Background: an optimization exercise with open tools, aiming at small area. Do not read the settings as production practice.
Function was checked by simulation only, so behaviour that the tests miss may differ from the original.
Power is estimated from default activity; no workload was simulated.

File: flow/flow/run.sh
#!/bin/bash
# Standard ORFS flow (the standard.sh) with:
#  - synthesis as standard (same ORFS synth.tcl and synth_recipe.tcl, so the
#    same registers and names), except that ABC maps with flow/abc_relaxed.script:
#    an area-oriented script (fraig, scorr, dc2, dch, then &nf with delay
#    relaxation -R 1000, followed by ORFS's buffering and down-sizing steps but
#    no up-sizing, left to the placement's timing repair),
#    and with no separate adder mapping (ADDER_MAP_FILE empty), so that ABC
#    maps the adders together with the rest of the logic,
#  - I/O port buffers made from the smallest buffer cell,
#  - clock tree built from larger sink clusters and without dummy loads.
# Each step's full log is kept by ORFS under orfs/logs/; make's output goes to
# standard_flow.log in this folder.
set -euo pipefail
W=$PWD
mkdir -p "$W/mysyn"
# synth.tcl sourcing the modified preamble
sed "s|source \$::env(SCRIPTS_DIR)/synth_preamble.tcl|source $W/mysyn/synth_preamble.tcl|" \
  "$FLOW_HOME/scripts/synth.tcl" > "$W/mysyn/synth.tcl"
# preamble choosing the relaxed ABC script
sed "s|set abc_script \$::env(SCRIPTS_DIR)/abc_speed.script|set abc_script $W/flow/abc_relaxed.script|" \
  "$FLOW_HOME/scripts/synth_preamble.tcl" > "$W/mysyn/synth_preamble.tcl"
grep -q "abc_relaxed.script" "$W/mysyn/synth_preamble.tcl"
grep -q "mysyn/synth_preamble.tcl" "$W/mysyn/synth.tcl"
# The standard flow's synthesis script, sourcing the modified synth.tcl
sed "s|source \$::env(SCRIPTS_DIR)/synth.tcl|source $W/mysyn/synth.tcl|" \
  "$W/synth_recipe.tcl" > "$W/mysyn/synth_recipe.tcl"
grep -q "mysyn/synth.tcl" "$W/mysyn/synth_recipe.tcl"
# The standard.sh with that synthesis script
sed "s|SYNTH_SCRIPT=[^ ]*|SYNTH_SCRIPT=$W/mysyn/synth_recipe.tcl|" "$W/standard.sh" > "$W/mysyn/standard.sh"
grep -q "mysyn/synth_recipe.tcl" "$W/mysyn/standard.sh"
export ADDER_MAP_FILE=
export BUFFER_PORTS_ARGS="-buffer_cell sky130_fd_sc_hd__buf_1"
export CTS_ARGS="-sink_clustering_enable -repair_clock_nets -buf_list sky130_fd_sc_hd__clkbuf_8 -sink_clustering_size 14 -sink_clustering_max_diameter 60 -dont_use_dummy_load"
bash "$W/mysyn/standard.sh" > standard_flow.log 2>&1
File: flow/flow/abc_relaxed.script
strash
&get -n
&fraig -x
&put
scorr
dc2
strash
&get -n
&dch -f
&nf -R 1000 -F 8 -C 32
&put
buffer -c
topo
stime -c
dnsize -c
File: flow/standard.sh
#!/bin/bash
# synth_recipe.tcl (not shown) runs the flow's synth.tcl, then flattens the netlist and writes it again
# the make line also repeats each setting of config.mk as NAME=value (left out here)
make -C /OpenROAD-flow-scripts/flow DESIGN_CONFIG=/design/flow/config.mk WORK_HOME=/design/flow/orfs CLKGATE_MAP_FILE= SYNTH_SCRIPT=/design/flow/synth_recipe.tcl "${@:-finish}"
File: flow/config.mk
export PLATFORM = sky130hd
export DESIGN_NAME = gen_fifo_ctrl_mult_ch_top
export DESIGN_NICKNAME = gen_fifo_ctrl_mult_ch_top
export VERILOG_FILES = /design/flow/design.v
export SDC_FILE = /design/flow/constraint.sdc
export NUM_CORES = 4
export LEC_CHECK = 0
export CAP_MARGIN = 20
export CORE_AREA = 2 2 198 198
export DIE_AREA = 0 0 200 200
export SLEW_MARGIN = 20
File: flow/constraint.sdc
create_clock -name core_clock -period 10.0 [get_ports {clk}]
set_input_delay 2.0000 -clock core_clock [delete_from_list [all_inputs] [get_ports {clk}]]
set_output_delay 2.0000 -clock core_clock [all_outputs]
set_load 0.01 [all_outputs]
File: flow/design.v
module gen_arb_strict_top #(
    parameter WID = 4  
) (
    input  logic [WID-1:0] rqsts ,  
    output logic [WID-1:0] grnts    
);
    logic [WID-1:0] prev_g ;  
    genvar i;
    generate
        for (i = 0; i < WID; i = i + 1) begin: gen_arb_loop
            if (i==0) begin: gen_1st_stage_cond
                assign prev_g[i] = 1'b0     ;  
                assign grnts[i]  = rqsts[i] ;  
            end
            else begin: gen_rest_cond
                assign prev_g[i] = prev_g[i-1] | rqsts[i-1] ;  
                assign grnts[i]  = ~prev_g[i]  & rqsts[i]   ;  
            end
        end
    endgenerate
endmodule
module gen_arb_rr_updt_mask #(
    parameter WID = 16  
) (
    input wire [    0:0] clk   ,  
    input wire [    0:0] rst_n ,  
    input wire [WID-1:0] grnts ,  
    output reg [WID-1:0] mask     
);
wire [WID-1:0] mask_next ;  
genvar II;
generate
    for (II = 0; II < WID ; II = II + 1 ) begin
        if (II==0) begin
            assign mask_next[II] = 1'b0 ;  
        end
        else begin 
            assign mask_next[II] = mask_next[II-1] | grnts[II-1] ; 
        end
    end
endgenerate
always_ff @(posedge clk) begin
    if (!rst_n) begin
        mask <= {WID{1'b0}} ; 
    end
    else begin
        mask <= mask_next ; 
    end
end
endmodule
module gen_arb_rr_top #(
    parameter WID = 16  
) (
    input wire [    0:0] clk   ,  
    input wire [    0:0] rst_n ,  
    input wire [WID-1:0] rqsts ,  
    output reg [WID-1:0] grnts    
);
wire [WID-1:0] base_grnts   ;  
wire [WID-1:0] mask         ;  
wire [WID-1:0] masked_rqsts ;  
wire [WID-1:0] masked_grnts ;  
wire [    0:0] mask_grntd   ;  
assign masked_rqsts = mask & rqsts                           ;  
assign mask_grntd   = |(masked_grnts)                        ;  
assign grnts        = mask_grntd ? masked_grnts : base_grnts ;  
gen_arb_strict_top #(.WID(WID)) i0_arb_strict (
    .rqsts (rqsts       ), 
    .grnts (base_grnts  )
);
gen_arb_strict_top #(.WID(WID)) i1_arb_strict (
    .rqsts (masked_rqsts), 
    .grnts (masked_grnts)
);
gen_arb_rr_updt_mask #(.WID(WID)) i_arb_round_robin_update_mask (
    .clk   (clk  ),
    .rst_n (rst_n),
    .grnts (grnts),
    .mask  (mask )
); 
endmodule
module gen_cnt_top #(
    parameter  CNT_W = 4    
) (
    input  logic [      0:0] clk   ,  
    input  logic [      0:0] rst_n ,  
    input  logic [CNT_W-1:0] lim   ,  
    input  logic [      0:0] inc   ,  
    input  logic [      0:0] dec   ,  
    input  logic [      0:0] clr   ,  
    output logic [CNT_W-1:0] count    
);
logic             msk_inc     ;  
logic             msk_dec     ;  
logic             wrap_cond   ;  
logic [CNT_W-1:0] count_next  ;  
assign msk_inc = inc & ~dec ; 
assign msk_dec = dec & ~inc ; 
assign wrap_cond  = (count==lim) & msk_inc ;  
assign count_next = clr | wrap_cond ? CNT_W'(0) : msk_inc ? count + CNT_W'(1) : msk_dec ? count - CNT_W'(1) : count ; 
always_ff @( posedge clk) begin 
    if (!rst_n) begin
        count <= CNT_W'(0) ;  
    end
    else begin
        count <= count_next ;  
    end
end
endmodule
module gen_crd_mng_top #(
   parameter int CRD_INIT_AMOUNT  = 8 ,  
   parameter int MAX_CRD_GRNT_VAL = 1 ,  
   parameter int MAX_CRD_USED_VAL = 1 ,  
   parameter int CRD_RST_AMOUNT   = CRD_INIT_AMOUNT ,  
   localparam int CRD_CNT_W  = $clog2(CRD_INIT_AMOUNT)  + 1 ,  
   localparam int CRD_GRNT_W = $clog2(MAX_CRD_GRNT_VAL) + 1 ,  
   localparam int CRD_USED_W = $clog2(MAX_CRD_USED_VAL) + 1    
)(
   input  logic                  clk          ,  
   input  logic                  rst_n        ,  
   input  logic [CRD_GRNT_W-1:0] crd_grnt_val ,  
   input  logic                  crd_grnt_en  ,  
   input  logic [CRD_USED_W-1:0] crd_used_val ,  
   input  logic                  crd_used_en  ,  
   output logic [CRD_CNT_W -1:0] crd_cnt      ,  
   output logic                  crd_exist       
);
logic [CRD_CNT_W-1:0] crd_cnt_next     ; 
logic                 inc_y_dec_y_cond ; 
logic                 inc_y_dec_n_cond ; 
logic                 inc_n_dec_y_cond ; 
logic                 inc_n_dec_n_cond ; 
logic [CRD_CNT_W-1:0] inc_y_dec_y_val  ; 
logic [CRD_CNT_W-1:0] inc_y_dec_n_val  ; 
logic [CRD_CNT_W-1:0] inc_n_dec_y_val  ; 
logic [CRD_CNT_W-1:0] inc_n_dec_n_val  ; 
logic [CRD_CNT_W-1:0] crd_grnt_ext     ; 
logic [CRD_CNT_W-1:0] crd_used_ext     ; 
logic [CRD_CNT_W-1:0] crd_used_min     ; 
assign inc_y_dec_y_cond =  crd_grnt_en &  crd_used_en ; 
assign inc_y_dec_n_cond =  crd_grnt_en & ~crd_used_en ; 
assign inc_n_dec_y_cond = ~crd_grnt_en &  crd_used_en ; 
assign inc_n_dec_n_cond = ~crd_grnt_en & ~crd_used_en ; 
assign crd_grnt_ext    = crd_grnt_val                                                  ;  
assign crd_used_ext    = crd_used_val                                                  ;  
assign inc_y_dec_y_val = crd_cnt + crd_grnt_ext - crd_used_ext                         ; 
assign inc_y_dec_n_val = crd_cnt + crd_grnt_ext                                        ; 
assign inc_n_dec_y_val = crd_cnt                - crd_used_ext                         ; 
assign inc_n_dec_n_val = crd_cnt                                                       ; 
assign crd_cnt_next = {CRD_CNT_W{inc_y_dec_y_cond}} & inc_y_dec_y_val | 
                      {CRD_CNT_W{inc_y_dec_n_cond}} & inc_y_dec_n_val | 
                      {CRD_CNT_W{inc_n_dec_y_cond}} & inc_n_dec_y_val | 
                      {CRD_CNT_W{inc_n_dec_n_cond}} & inc_n_dec_n_val ; 
assign crd_used_min = MAX_CRD_USED_VAL ; 
assign crd_exist = crd_cnt >= crd_used_min ; 
always_ff @(posedge clk)  
   if (!rst_n)  
      crd_cnt <= CRD_RST_AMOUNT[CRD_CNT_W-1:0];
   else  
      crd_cnt <= crd_cnt_next ; 
endmodule
module gen_dec_top #(
   parameter  DAT_IN_W  =             2 ,  
   localparam DAT_OUT_W = 2 ** DAT_IN_W    
)(
   input  logic [DAT_IN_W -1:0] dat_in ,  
   input  logic                 en     ,  
   output logic [DAT_OUT_W-1:0] dat_out   
);
genvar BIT ; 
generate
   for (BIT=0; BIT<DAT_OUT_W; BIT++) begin: gen_dec_loop
      assign dat_out[BIT] = (dat_in==DAT_IN_W'(BIT)) & en ; 
   end
endgenerate
endmodule
module gen_enc_top #(
   parameter  DAT_IN_W  =               4 ,  
   localparam DAT_OUT_W = $clog2(DAT_IN_W)   
)(
   input  logic [DAT_IN_W -1:0] dat_in ,  
   output logic [DAT_OUT_W-1:0] dat_out   
);
always_comb begin
   dat_out = DAT_OUT_W'(0) ; 
   for (int i=0; i<DAT_IN_W; i++) begin
      dat_out = dat_in[i] ? DAT_OUT_W'(i) : dat_out ; 
   end
end
endmodule
module gen_pipe_top #(
   parameter           DEPTH       =    2 ,  
   parameter           DAT_W       =    4 ,  
   parameter bit [0:0] LOW_PWR_OPT = 1'b1    
) (
   input  logic [      0:0] clk     ,  
   input  logic [      0:0] rst_n   ,  
   input  logic [DAT_W-1:0] dat_in  ,  
   input  logic [      0:0] vld_in  ,  
   output logic [DAT_W-1:0] dat_out ,  
	output logic [      0:0] vld_out    
);
logic [DEPTH:0][DAT_W-1:0] pipe_dat ; 
logic [DEPTH:0]            pipe_vld ; 
genvar ST ; 
generate
   for (ST = 0; ST<DEPTH; ST++) begin : gen_pipe_loop
      if (ST==0) begin : gen_1st_stage_cond 
         always_ff @(posedge clk) begin
            if (!rst_n) begin
               pipe_dat[1] <= DAT_W'(0) ; 
               pipe_vld[1] <= 1'b0      ;
            end
            else if (pipe_vld[ST] | ~LOW_PWR_OPT) begin
               pipe_dat[1] <= dat_in ; 
               pipe_vld[1] <= vld_in ;
            end
         end
      end
      else begin : gen_2nd_stage_cond
         always_ff @(posedge clk) begin
            if (!rst_n) begin
               pipe_dat[ST+1] <= DAT_W'(0) ; 
               pipe_vld[ST+1] <= 1'b0      ;
            end
            else if (pipe_vld[ST] | ~LOW_PWR_OPT) begin
               pipe_dat[ST+1] <= pipe_dat[ST] ; 
               pipe_vld[ST+1] <= pipe_vld[ST] ;
            end
         end
      end
   end
endgenerate
assign dat_out = DEPTH==0 ? dat_in : pipe_dat[DEPTH] ; 
assign vld_out = DEPTH==0 ? vld_in : pipe_vld[DEPTH] ; 
endmodule
module gen_fifo_ctrl_cfg_size_top #(
    parameter  PTR_W =         4 ,  
    localparam CNT_W = PTR_W + 1    
) (
    input  logic [      0:0] clk        ,  
    input  logic [      0:0] rst_n      ,  
    input  logic [CNT_W-1:0] cfg_size   ,  
    input  logic [CNT_W-1:0] cfg_af_th  ,  
    input  logic [CNT_W-1:0] cfg_ae_th  ,  
    input  logic [      0:0] clr        ,  
    input  logic [      0:0] push       ,  
    input  logic [      0:0] pop        ,  
    output logic [PTR_W-1:0] rd_ptr     ,  
    output logic [PTR_W-1:0] wr_ptr     ,  
    output logic [CNT_W-1:0] sts_count  ,  
    output logic [      0:0] sts_full   ,  
    output logic [      0:0] sts_af     ,  
    output logic [      0:0] sts_ae     ,  
    output logic [      0:0] sts_empty  ,  
    output logic [      0:0] err_ovfl   ,  
    output logic [      0:0] err_udfl      
);
logic             rd_ptr_inc_cond ; 
logic             wr_ptr_inc_cond ; 
logic [PTR_W-1:0] ptr_lim         ; 
assign sts_full  = (sts_count == cfg_size)      ;  
assign sts_af    = (sts_count >= cfg_af_th)     ;  
assign sts_ae    = (sts_count <= cfg_ae_th)     ;  
assign sts_empty = (sts_count == CNT_W'(0))     ;  
assign err_ovfl  = push & sts_full              ;  
assign err_udfl  = pop & sts_empty              ;  
assign ptr_lim = cfg_size[PTR_W-1:0] - PTR_W'(1) ; 
assign rd_ptr_inc_cond = pop & ~sts_empty ;  
gen_cnt_top #(.CNT_W(PTR_W)) i_rd_ptr_cnt (
   .clk   (clk            ),  
   .rst_n (rst_n          ),  
   .lim   (ptr_lim        ),  
   .inc   (rd_ptr_inc_cond),  
   .dec   (1'b0           ),  
   .clr   (clr            ),  
   .count (rd_ptr         )   
);
assign wr_ptr_inc_cond = push & ~sts_full ;  
gen_cnt_top #(.CNT_W(PTR_W)) i_wr_ptr_cnt (
   .clk   (clk            ),  
   .rst_n (rst_n          ),  
   .lim   (ptr_lim        ),  
   .inc   (wr_ptr_inc_cond),  
   .dec   (1'b0           ),  
   .clr   (clr            ),  
   .count (wr_ptr         )   
);
gen_cnt_top #(.CNT_W(CNT_W)) i_count_cnt (
   .clk   (clk            ),  
   .rst_n (rst_n          ),  
   .lim   ({CNT_W{1'b1}}  ),  
   .inc   (wr_ptr_inc_cond),  
   .dec   (rd_ptr_inc_cond),  
   .clr   (clr            ),  
   .count (sts_count      )   
);
endmodule
module gen_fifo_ctrl_mult_ch_top #(
   parameter           CH_N         =    8 ,  
   parameter           ADD_W        =    8 ,  
   parameter           DAT_W        =   32 ,  
   parameter           RQST_CRDT_N  =    8 ,  
   parameter bit [0:0] RR_ARB_OPT   = 1'b1 ,  
   parameter           DLY_USER2MEM =    0 ,  
   parameter           DLY_MEM2USER =    1 ,  
   localparam RQST_CRDT_W = $clog2(RQST_CRDT_N) + 1 ,  
   localparam CH_W        = $clog2(CH_N)            ,  
   localparam CNT_W       = ADD_W + 1                  
)(
   input  logic                              clk               ,  
   input  logic                              rst_n             ,  
   input  logic [CH_N-1:0][ADD_W       -1:0] cfg_vec_dat_base  ,  
   input  logic [CH_N-1:0][CNT_W       -1:0] cfg_vec_dat_size  ,  
   input  logic [CH_N-1:0][CNT_W       -1:0] cfg_vec_dat_af_th ,  
   input  logic [CH_N-1:0][CNT_W       -1:0] cfg_vec_dat_ae_th ,  
   input  logic [CH_N-1:0][RQST_CRDT_W -1:0] cfg_vec_crd_af_th ,  
   input  logic [CH_N-1:0][RQST_CRDT_W -1:0] cfg_vec_crd_ae_th ,  
   input  logic                              clr_rqst          ,  
   input  logic           [CH_W        -1:0] clr_ch_num        ,  
   input  logic                              rd_rqst           ,  
   input  logic           [CH_W        -1:0] rd_ch_num         ,  
   input  logic                              usr_in_vld        ,  
   input  logic           [CH_W        -1:0] usr_in_ch_num     ,  
   input  logic           [DAT_W       -1:0] usr_in_dat        ,  
   output logic                              usr_out_vld       ,  
   output logic           [CH_W        -1:0] usr_out_ch_num    ,  
   output logic           [DAT_W       -1:0] usr_out_dat       ,  
   output logic [CH_N-1:0][CNT_W       -1:0] sts_vec_dat_count ,  
   output logic [CH_N-1:0]                   sts_vec_dat_full  ,  
   output logic [CH_N-1:0]                   sts_vec_dat_af    ,  
   output logic [CH_N-1:0]                   sts_vec_dat_ae    ,  
   output logic [CH_N-1:0]                   sts_vec_dat_empty ,  
   output logic [CH_N-1:0][RQST_CRDT_W -1:0] sts_vec_crd_count ,  
   output logic [CH_N-1:0]                   sts_vec_crd_full  ,  
   output logic [CH_N-1:0]                   sts_vec_crd_af    ,  
   output logic [CH_N-1:0]                   sts_vec_crd_ae    ,  
   output logic [CH_N-1:0]                   sts_vec_crd_empty ,  
   output logic [CH_N-1:0]                   err_vec_dat_ovfl  ,  
   output logic [CH_N-1:0]                   err_vec_dat_udfl  ,  
   output logic [CH_N-1:0]                   err_vec_rqst_ovfl ,  
   output logic [CH_N-1:0]                   err_vec_rqst_udfl ,  
   output logic                              err_clr_rqst_ovfl ,  
   output logic                              func_ch_clrd      ,  
   output logic                              mem_cs            ,  
   output logic                              mem_wen           ,  
   output logic           [ADD_W       -1:0] mem_add           ,  
   output logic           [DAT_W       -1:0] mem_dat_in        ,  
   input  logic           [DAT_W       -1:0] mem_dat_out          
);
localparam [1:0] CLR_IDLE = 2'b00, CLR_IN_PROG = 2'b01, CLR_DONE = 2'b10 ;
function automatic logic f_ge9 (input logic [CNT_W-1:0] a, input logic [CNT_W-1:0] b) ;  
   logic r ;
   r = 1'b1 ;
   for (int i=0; i<CNT_W; i++) r = (a[i] & ~b[i]) | (a[i] & r) | (~b[i] & r) ;
   f_ge9 = r ;
endfunction
function automatic logic f_ge4 (input logic [RQST_CRDT_W-1:0] a, input logic [RQST_CRDT_W-1:0] b) ;  
   logic r ;
   r = 1'b1 ;
   for (int i=0; i<RQST_CRDT_W; i++) r = (a[i] & ~b[i]) | (a[i] & r) | (~b[i] & r) ;
   f_ge4 = r ;
endfunction
function automatic logic [RQST_CRDT_W-1:0] f_updn4 (input logic [RQST_CRDT_W-1:0] a, input logic up, input logic dn) ;
   logic [RQST_CRDT_W-1:0] r ;
   logic cu, cd ;
   cu = up ; cd = dn ;
   for (int i=0; i<RQST_CRDT_W; i++) begin
      r[i] = a[i] ^ (cu | cd) ;
      cu = cu & a[i] ;
      cd = cd & ~a[i] ;
   end
   f_updn4 = r ;
endfunction
function automatic logic f_crd_ge (input logic [RQST_CRDT_W-1:0] c, input logic [RQST_CRDT_W-1:0] t) ;  
   logic r ;
   r = 1'b1 ;
   for (int i=0; i<RQST_CRDT_W-1; i++) r = (c[i] & ~t[i]) | (c[i] & r) | (~t[i] & r) ;
   f_crd_ge = c[RQST_CRDT_W-1] ? (~t[RQST_CRDT_W-1] | ~|t[RQST_CRDT_W-2:0]) : (~t[RQST_CRDT_W-1] & r) ;
endfunction
function automatic logic f_crd_le (input logic [RQST_CRDT_W-1:0] c, input logic [RQST_CRDT_W-1:0] t) ;  
   logic r ;
   r = 1'b1 ;
   for (int i=0; i<RQST_CRDT_W-1; i++) r = (t[i] & ~c[i]) | (t[i] & r) | (~c[i] & r) ;
   f_crd_le = c[RQST_CRDT_W-1] ? t[RQST_CRDT_W-1] : (t[RQST_CRDT_W-1] | r) ;
endfunction
logic [CH_N-1:0][CNT_W-1:0]       cnt_q   ;
logic [CH_N-1:0][ADD_W-1:0]       rd_q    ;
logic [CH_N-1:0][RQST_CRDT_W-1:0] crd_q   ;
logic                             ovld_q  ;
logic [CH_W-1:0]                  och_q   ;
logic [1:0]                       cst_q   ;
logic [CH_W-1:0]                  cch_q   ;
logic            cst_idle, cst_prog, cst_done ;
logic [CH_W-1:0] icn ;
logic [CH_N-1:0] crd_ex ;
logic            cce ;
logic [1:0]      cst_n ;
logic            uvm ;
assign cst_idle = cst_q == CLR_IDLE    ;
assign cst_prog = cst_q == CLR_IN_PROG ;
assign cst_done = cst_q == CLR_DONE    ;
assign icn      = (clr_rqst & cst_idle) ? clr_ch_num : cch_q ;
assign cce      = crd_ex[icn] ;
always_comb begin
   case (cst_q)
      CLR_IDLE    : cst_n = clr_rqst ? (cce ? CLR_IN_PROG : CLR_DONE) : CLR_IDLE ;
      CLR_IN_PROG : cst_n = cce ? CLR_IN_PROG : CLR_DONE ;
      default     : cst_n = CLR_IDLE ;
   endcase
end
assign uvm = usr_in_vld & (cst_idle | (cch_q != usr_in_ch_num)) ;
logic [CH_N-1:0] rq, rq_m, rr_mask, g_base, g_msk, gnt_oh, pg_oh, pg_sel ;
logic            gv, gv_m, pb, pm ;
logic [CH_W-1:0] pop_ch ;
always_comb begin
   for (int i=0; i<CH_N; i++) begin
      rq[i]      = crd_ex[i] & (~cst_prog | (cch_q == CH_W'(i))) ;  
      rr_mask[i] = ovld_q & (i > och_q) ;
   end
   rq_m = rq & rr_mask ;
   pb = 1'b0 ; pm = 1'b0 ;
   for (int i=0; i<CH_N; i++) begin
      g_base[i] = rq[i]   & ~pb ; pb = pb | rq[i]   ;
      g_msk [i] = rq_m[i] & ~pm ; pm = pm | rq_m[i] ;
   end
   gv_m   = pm ;
   pg_oh  = gv_m ? g_msk : g_base ;        
   pg_sel = pg_oh ;
   pg_sel[0] = pg_oh[0] | ~pb ;            
   gv     = pb & ~uvm ;
   gnt_oh = pg_oh & {CH_N{~uvm}} ;
   pop_ch = '0 ;
   for (int i=0; i<CH_N; i++) pop_ch = pop_ch | ({CH_W{gnt_oh[i]}} & CH_W'(i)) ;
end
logic [CH_N-1:0] dat_full, dat_empty, sel_oh, usr_oh ;
logic [ADD_W-1:0] rd_s, base_s ;
logic [CNT_W-1:0] cnt_s, size_s, rd_inc, cnt_n, afth_s, aeth_s ;
logic             full_n, af_n, ae_n ;
logic [ADD_W-1:0] rd_n ;
logic             full_s, empty_s, push_ev, pop_ev ;
always_comb begin
   for (int i=0; i<CH_N; i++) begin
      usr_oh[i] = usr_in_ch_num == CH_W'(i) ;
      sel_oh[i] = uvm ? usr_oh[i] : pg_sel[i] ;
   end
   rd_s = '0 ; cnt_s = '0 ; size_s = '0 ; base_s = '0 ; afth_s = '0 ; aeth_s = '0 ; full_s = 1'b0 ; empty_s = 1'b0 ;
   for (int i=0; i<CH_N; i++) begin
      rd_s    = rd_s    | ({ADD_W{sel_oh[i]}} & rd_q[i]) ;
      cnt_s   = cnt_s   | ({CNT_W{sel_oh[i]}} & cnt_q[i]) ;
      size_s  = size_s  | ({CNT_W{sel_oh[i]}} & cfg_vec_dat_size[i]) ;
      base_s  = base_s  | ({ADD_W{sel_oh[i]}} & cfg_vec_dat_base[i]) ;
      afth_s  = afth_s  | ({CNT_W{sel_oh[i]}} & cfg_vec_dat_af_th[i]) ;
      aeth_s  = aeth_s  | ({CNT_W{sel_oh[i]}} & cfg_vec_dat_ae_th[i]) ;
      full_s  = full_s  | (usr_oh[i] & dat_full[i]) ;
      empty_s = empty_s | (gnt_oh[i] & dat_empty[i]) ;
   end
end
logic [ADD_W-1:0] wa0, wa1, ra ;
logic [CNT_W:0]   wrap_sum ;
logic             wrap ;
assign wa0      = base_s + rd_s + cnt_s[ADD_W-1:0] ;
assign wa1      = base_s + rd_s + cnt_s[ADD_W-1:0] + ~size_s[ADD_W-1:0] + 1'b1 ;
assign wrap_sum = {2'b0, rd_s} + {1'b0, cnt_s} + {1'b0, ~size_s} + 1'b1 ;
assign wrap     = wrap_sum[CNT_W] ;  
assign ra       = base_s + rd_s ;
assign mem_add  = ~uvm ? ra : wrap ? wa1 : wa0 ;
assign rd_inc  = {1'b0, rd_s} + 1'b1 ;
assign rd_n    = (rd_inc == size_s) ? '0 : rd_inc[ADD_W-1:0] ;
assign cnt_n   = uvm ? cnt_s + 1'b1 : cnt_s - 1'b1 ;
assign full_n  = cnt_n == size_s ;
assign af_n    = f_ge9(cnt_n, afth_s) ;
assign ae_n    = f_ge9(aeth_s, cnt_n) ;
assign push_ev = uvm & ~full_s ;
assign pop_ev  = gv & ~empty_s ;
genvar CH ;
generate
   for (CH=0; CH<CH_N; CH++) begin: gen_ch
      logic clr_ch, keep, ld_cnt, ld_rd, keep_cnt, keep_rd, crd_inc, crd_dec, pop_c, push_c, rdq_c ;
      assign clr_ch   = cst_done & (cch_q == CH_W'(CH)) ;
      assign keep     = rst_n & ~clr_ch ;
      assign ld_cnt   = keep &  (sel_oh[CH] & (push_ev | pop_ev)) ;
      assign keep_cnt = keep & ~(sel_oh[CH] & (push_ev | pop_ev)) ;
      assign ld_rd    = keep &  (sel_oh[CH] & pop_ev) ;
      assign keep_rd  = keep & ~(sel_oh[CH] & pop_ev) ;
      assign pop_c    = gnt_oh[CH] ;
      assign push_c   = uvm & usr_oh[CH] ;
      assign rdq_c    = rd_rqst & (rd_ch_num == CH_W'(CH)) ;
      logic full_q, af_q, ae_q, af_0 ;
      assign af_0 = ~|cfg_vec_dat_af_th[CH] ;  
      always_ff @(posedge clk) begin
         cnt_q[CH] <= ({CNT_W{ld_cnt}} & cnt_n) | ({CNT_W{keep_cnt}} & cnt_q[CH]) ;
         rd_q [CH] <= ({ADD_W{ld_rd }} & rd_n ) | ({ADD_W{keep_rd }} & rd_q [CH]) ;
         full_q    <= (ld_cnt & full_n) | (keep_cnt & full_q) ;
         af_q      <= (ld_cnt & af_n  ) | (keep_cnt & af_q  ) | (~keep & af_0) ;
         ae_q      <= (ld_cnt & ae_n  ) | (keep_cnt & ae_q  ) | ~keep ;
      end
      assign crd_inc = rdq_c & ~sts_vec_crd_full[CH] ;
      assign crd_dec = pop_c ;
      always_ff @(posedge clk) begin
         if (!rst_n)
            crd_q[CH] <= '0 ;
         else
            crd_q[CH] <= f_updn4(crd_q[CH], crd_inc & ~crd_dec, crd_dec & ~crd_inc) ;
      end
      assign crd_ex[CH]            = |crd_q[CH] ;
      assign sts_vec_crd_count[CH] = crd_q[CH] ;
      assign sts_vec_crd_full [CH] = crd_q[CH][RQST_CRDT_W-1] ;  
      assign sts_vec_crd_af   [CH] = f_crd_ge(crd_q[CH], cfg_vec_crd_af_th[CH]) ;
      assign sts_vec_crd_ae   [CH] = f_crd_le(crd_q[CH], cfg_vec_crd_ae_th[CH]) ;
      assign sts_vec_crd_empty[CH] = ~crd_ex[CH] ;
      assign err_vec_rqst_ovfl[CH] = rdq_c & sts_vec_crd_full[CH] ;
      assign err_vec_rqst_udfl[CH] = 1'b0 ;  
      assign sts_vec_dat_count[CH] = cnt_q[CH] ;
      assign dat_full [CH]         = full_q ;
      assign dat_empty[CH]         = cnt_q[CH] == '0 ;
      assign sts_vec_dat_full [CH] = dat_full[CH] ;
      assign sts_vec_dat_empty[CH] = dat_empty[CH] ;
      assign sts_vec_dat_af   [CH] = af_q ;
      assign sts_vec_dat_ae   [CH] = ae_q ;
      assign err_vec_dat_ovfl [CH] = push_c & dat_full[CH] ;
      assign err_vec_dat_udfl [CH] = pop_c & dat_empty[CH] ;
   end
endgenerate
always_ff @(posedge clk) begin
   if (!rst_n) begin
      cst_q  <= CLR_IDLE ;
      cch_q  <= '0 ;
      ovld_q <= 1'b0 ;
      och_q  <= '0 ;
   end
   else begin
      cst_q  <= cst_n ;
      cch_q  <= icn ;
      ovld_q <= gv ;
      och_q  <= pop_ch ;
   end
end
assign usr_out_vld       = ovld_q ;
assign usr_out_ch_num    = och_q ;
assign usr_out_dat       = mem_dat_out ;
assign mem_cs            = 1'b1 ;
assign mem_dat_in        = usr_in_dat ;
assign mem_wen           = push_ev ;
assign err_clr_rqst_ovfl = clr_rqst & ~cst_idle ;
assign func_ch_clrd      = cst_done ;
endmodule
==> results.cfg <==
[sta]
drv_slew = 0
hold_viol = 0
max_freq_mhz = 103
setup_viol = 0
period_share_pct = 96.7
finalWorstSetupSlack_ns = 0.327
fin_skew_ns = 0.0798
period_minus_slack_ns = 9.67
worst_slew_pin_slew_ns = 1.27
maxSlewHeadroom_pct = 14.8

[worst_hold_path]
hp-class = reg -> reg

[power]
fin_total_pwr_mw = 7.39
power_density_nw_per_um2 = 457
vdd_ir_drop_max_uv = 256
leakagePower_nw = 5.71

[route]
drtIter0Drc = 2556
wl_per_cell_um = 29.6
remaining_drc_errors = 0
vias = 16105
vias_per_cell = 6.14
dr.pass1.iters = 10
routed_wl_mm = 77.6
ant_nets = 0

[place]
dp_hpwl_mm = 63.0
gp_congestion = 0.971
port_buffers = 564
dp.cells = 2595
placed_area_sq_um = 15600
place_ws_ns = -0.0283

[logic_synthesis]
synth_top_area_share_pct = 30.1
yosys.area.top_type = dfxtp_1
netlist_instances = 1650
ys_types = 60
ys_async_sr_fraction_pct = 0
yosys-top-cells-count = dfxtp_1, nand2_1, a22o_1, buf_4, nor2_1
synth.yosys.seq_area_share_pct = 30.1
synth_seq_cells = 201
postSynthAreaPerCell_sq_um = 8.11
netlist_area_sq_um = 13400
synth_top_cells_by_area = dfxtp_1, a22o_1, a222oi_1, buf_4, xnor2_1
synth_flop_cell = dfxtp_1
yosys_warnings = 1
synth-edff-count = 0
synth.most_common_cell = dfxtp_1

[setup_path]
cp.arrival_ns = 7.67
cp_num_buf_inv = 2
cpMostUsedCell = maj3_1
slowest_delay_ns = 0.44
slowest_stage = maj3_1
crit_fanout = 4
crit_type = in -> out
start_kind = input pin
crit_chain = buf_1 > a21oi_1 > o2111ai_2 > o21ai_4 > nand2_1 > a221oi_2 > a21o_2 > a222oi_1 > and3_1 > or2_4 > maj3_1 > maj3_1 > maj3_2 > maj3_1 > maj3_2 > xnor2_2 > xnor2_2 > xnor2_2 > maj3_1 > xnor2_1 > or3_1 > a21oi_1 > a21oi_1 > buf_4
critPathTopFamily = adder cells
cp.required_ns = 8.00
worst_setup_path_end_kind = output pin

[global_routing]
grt_usage_pct = 36.4
antenna_found_initial = 3
grt_pass1_wl_mm = 105
grt_pass1_vias = 14400
grt-ovfl-total = 0
grt_max_degree = 54

[cells_and_area]
final_core_util_pct = 42.8
layout.nets = 2534
drive_above_1_share_pct = 8.20
syn_to_final_growth_pct = 20.7
fin_area_sq_um = 16200
stdcell_count = 2622

[floorplan]
row_count = 71
die_h_um = 200
start_util_pct = 35.5
io_pins = 702
die_w_um = 200
fp.coreArea_sq_um = 37800
dieArea_sq_um = 40000

[clocking]
cts_made_buffers = 21
clk_path_buf_depth = 3
cts_tree = built
clock-sinks = 201
clk_latency_ns = 0.56
cts_root_buffer = clkbuf_8
cts_max_level = 1
cts.clk_slew.worst_paths_ns = 0.09

[run]
maxCapViolCount = 0

[run_status]
status = complete, no violations
layout make-up:
cell class / instances / area [sq um]
fill: 4031 / 21600
multi-input combinational: 1178 / 8090
sequential: 201 / 4020
timing repair buffer: 661 / 2920
tap: 511 / 639
clock buffer: 21 / 289
inverter: 49 / 184
antenna: 1 / 2.50
cell usage in the layout, fill, tap and decap left out, types with 6 or more instances in the layout:
cell / count
a22o_1: 137
inv_1: 48
a22oi_1: 31
buf_1: 556
maj3_1: 48
nand2_1: 134
nand2b_1: 15
xnor2_1: 74
buf_4: 100
nor2_1: 114
o21ai_0: 80
o22ai_1: 11
nand4_1: 9
a31oi_1: 6
nand3_1: 24
dfxtp_1: 201
a221oi_1: 23
nor3_1: 32
nor4_1: 33
nor2b_1: 36
and3_1: 36
conb_1: 9
and2_1: 12
xnor2_2: 8
or2_2: 7
a222oi_1: 104
xor2_1: 21
a21oi_1: 75
or3_1: 8
clkbuf_8: 21
power breakdown:
part           switching, mW  internal, mW  total (mW)
clock network          0.284         0.187       0.472
logic                   3.45          2.19        5.64
registers              0.293         0.982        1.28
state kept, by name, indices dropped and copies added (netlist names), 3 cells and up:
register,flops
cch_q,3
gen_ch.ae_q,8
cnt_q,72
och_q,3
rd_q,64
gen_ch.af_q,8
gen_ch.full_q,8
crd_q,32
path summary, 6_finish.rpt:
kind                     from              to  slack, ns  cells past startpoint
max          usr_in_ch_num[1]      mem_add[7]       0.33                     24
min            gen_ch[5].af_q  gen_ch[5].af_q       0.46                      2
max reg2reg          cch_q[1]  gen_ch[0].ae_q       2.24                     29
min reg2reg    gen_ch[5].af_q  gen_ch[5].af_q       0.46                      2
metal layers:
layer  global-route usage [%]  part of all wire, %
met1                     49.2                   40
met2                     49.7                   40
met3                     17.2                   16
met4                     11.4                  3.4
met5                     9.88                 0.77
worst reg2reg max path, delay by kind of cell (launching register included):
family | cells | cell delay, ns
AOI/OAI and AO/OA | 9 | 2.27
xor gates and xnor gates | 2 | 0.52
adders and majority gates | 6 | 2.40
buffers and inverters | 5 | 0.99
DFF | 1 | 0.43
and+or+nand+nor | 7 | 1.08
cell families after synthesis:
family	share of synthesized area, %
muxes	0.636
AOI/OAI and AO/OA	29.9
adders and majority gates	3.89
and+or+nand+nor	17.5
buffers and inverters	11.2
other	0.0561
DFF	30.1
xor gates and xnor gates	6.74
timing repair:
action	4_1_cts	5_1_grt
pin swaps	0	8
endpoints found under the setup margin	1	3
cloned	0	1
gates resized for setup	2	37
hold buffers	0	0
hold endpoints to repair	0	0
setup buffers	0	3
per-stage QoR:
step / setup TNS, ns / hold WS [ns]
3_3_place_gp: 0 / 0.438
5_1_grt: -0.000478 / 0.473
4_1_cts: 0 / 0.457
6_report: 0 / 0.456
3_5_place_dp: -0.0283 / 0.445
2_1_floorplan: 0 / 0.417

## afterwards: timing with drivers on the ports
How much do the figures lean on ideal ports? The routed layout below was timed once more, with nothing changed but the port constraints.
Step 1, drivers: a clkbuf_16 drives clk and a buf_2 each remaining input, both assumed.
Step 2 times the ports against the registers' clock, not the clock port: input delays grow and output delays shrink by t, the midpoint of the rising clock arrivals with the driver on.
a / b / c = no drivers / after step 1 / after step 2; a / b = the first two.
t (ns): 0.571
setup WS [ns]: 0.327 / 0.276 / 0.276
worst hold slack (ns): 0.456 / 0.456 / 0.456
slew at the worst register clock pin (ns): 0.10 / 0.10
After both steps this run still meets setup and hold. For this run, drivers alone change the setup slack by -0.051 ns; drivers and shift together by -0.051 ns.
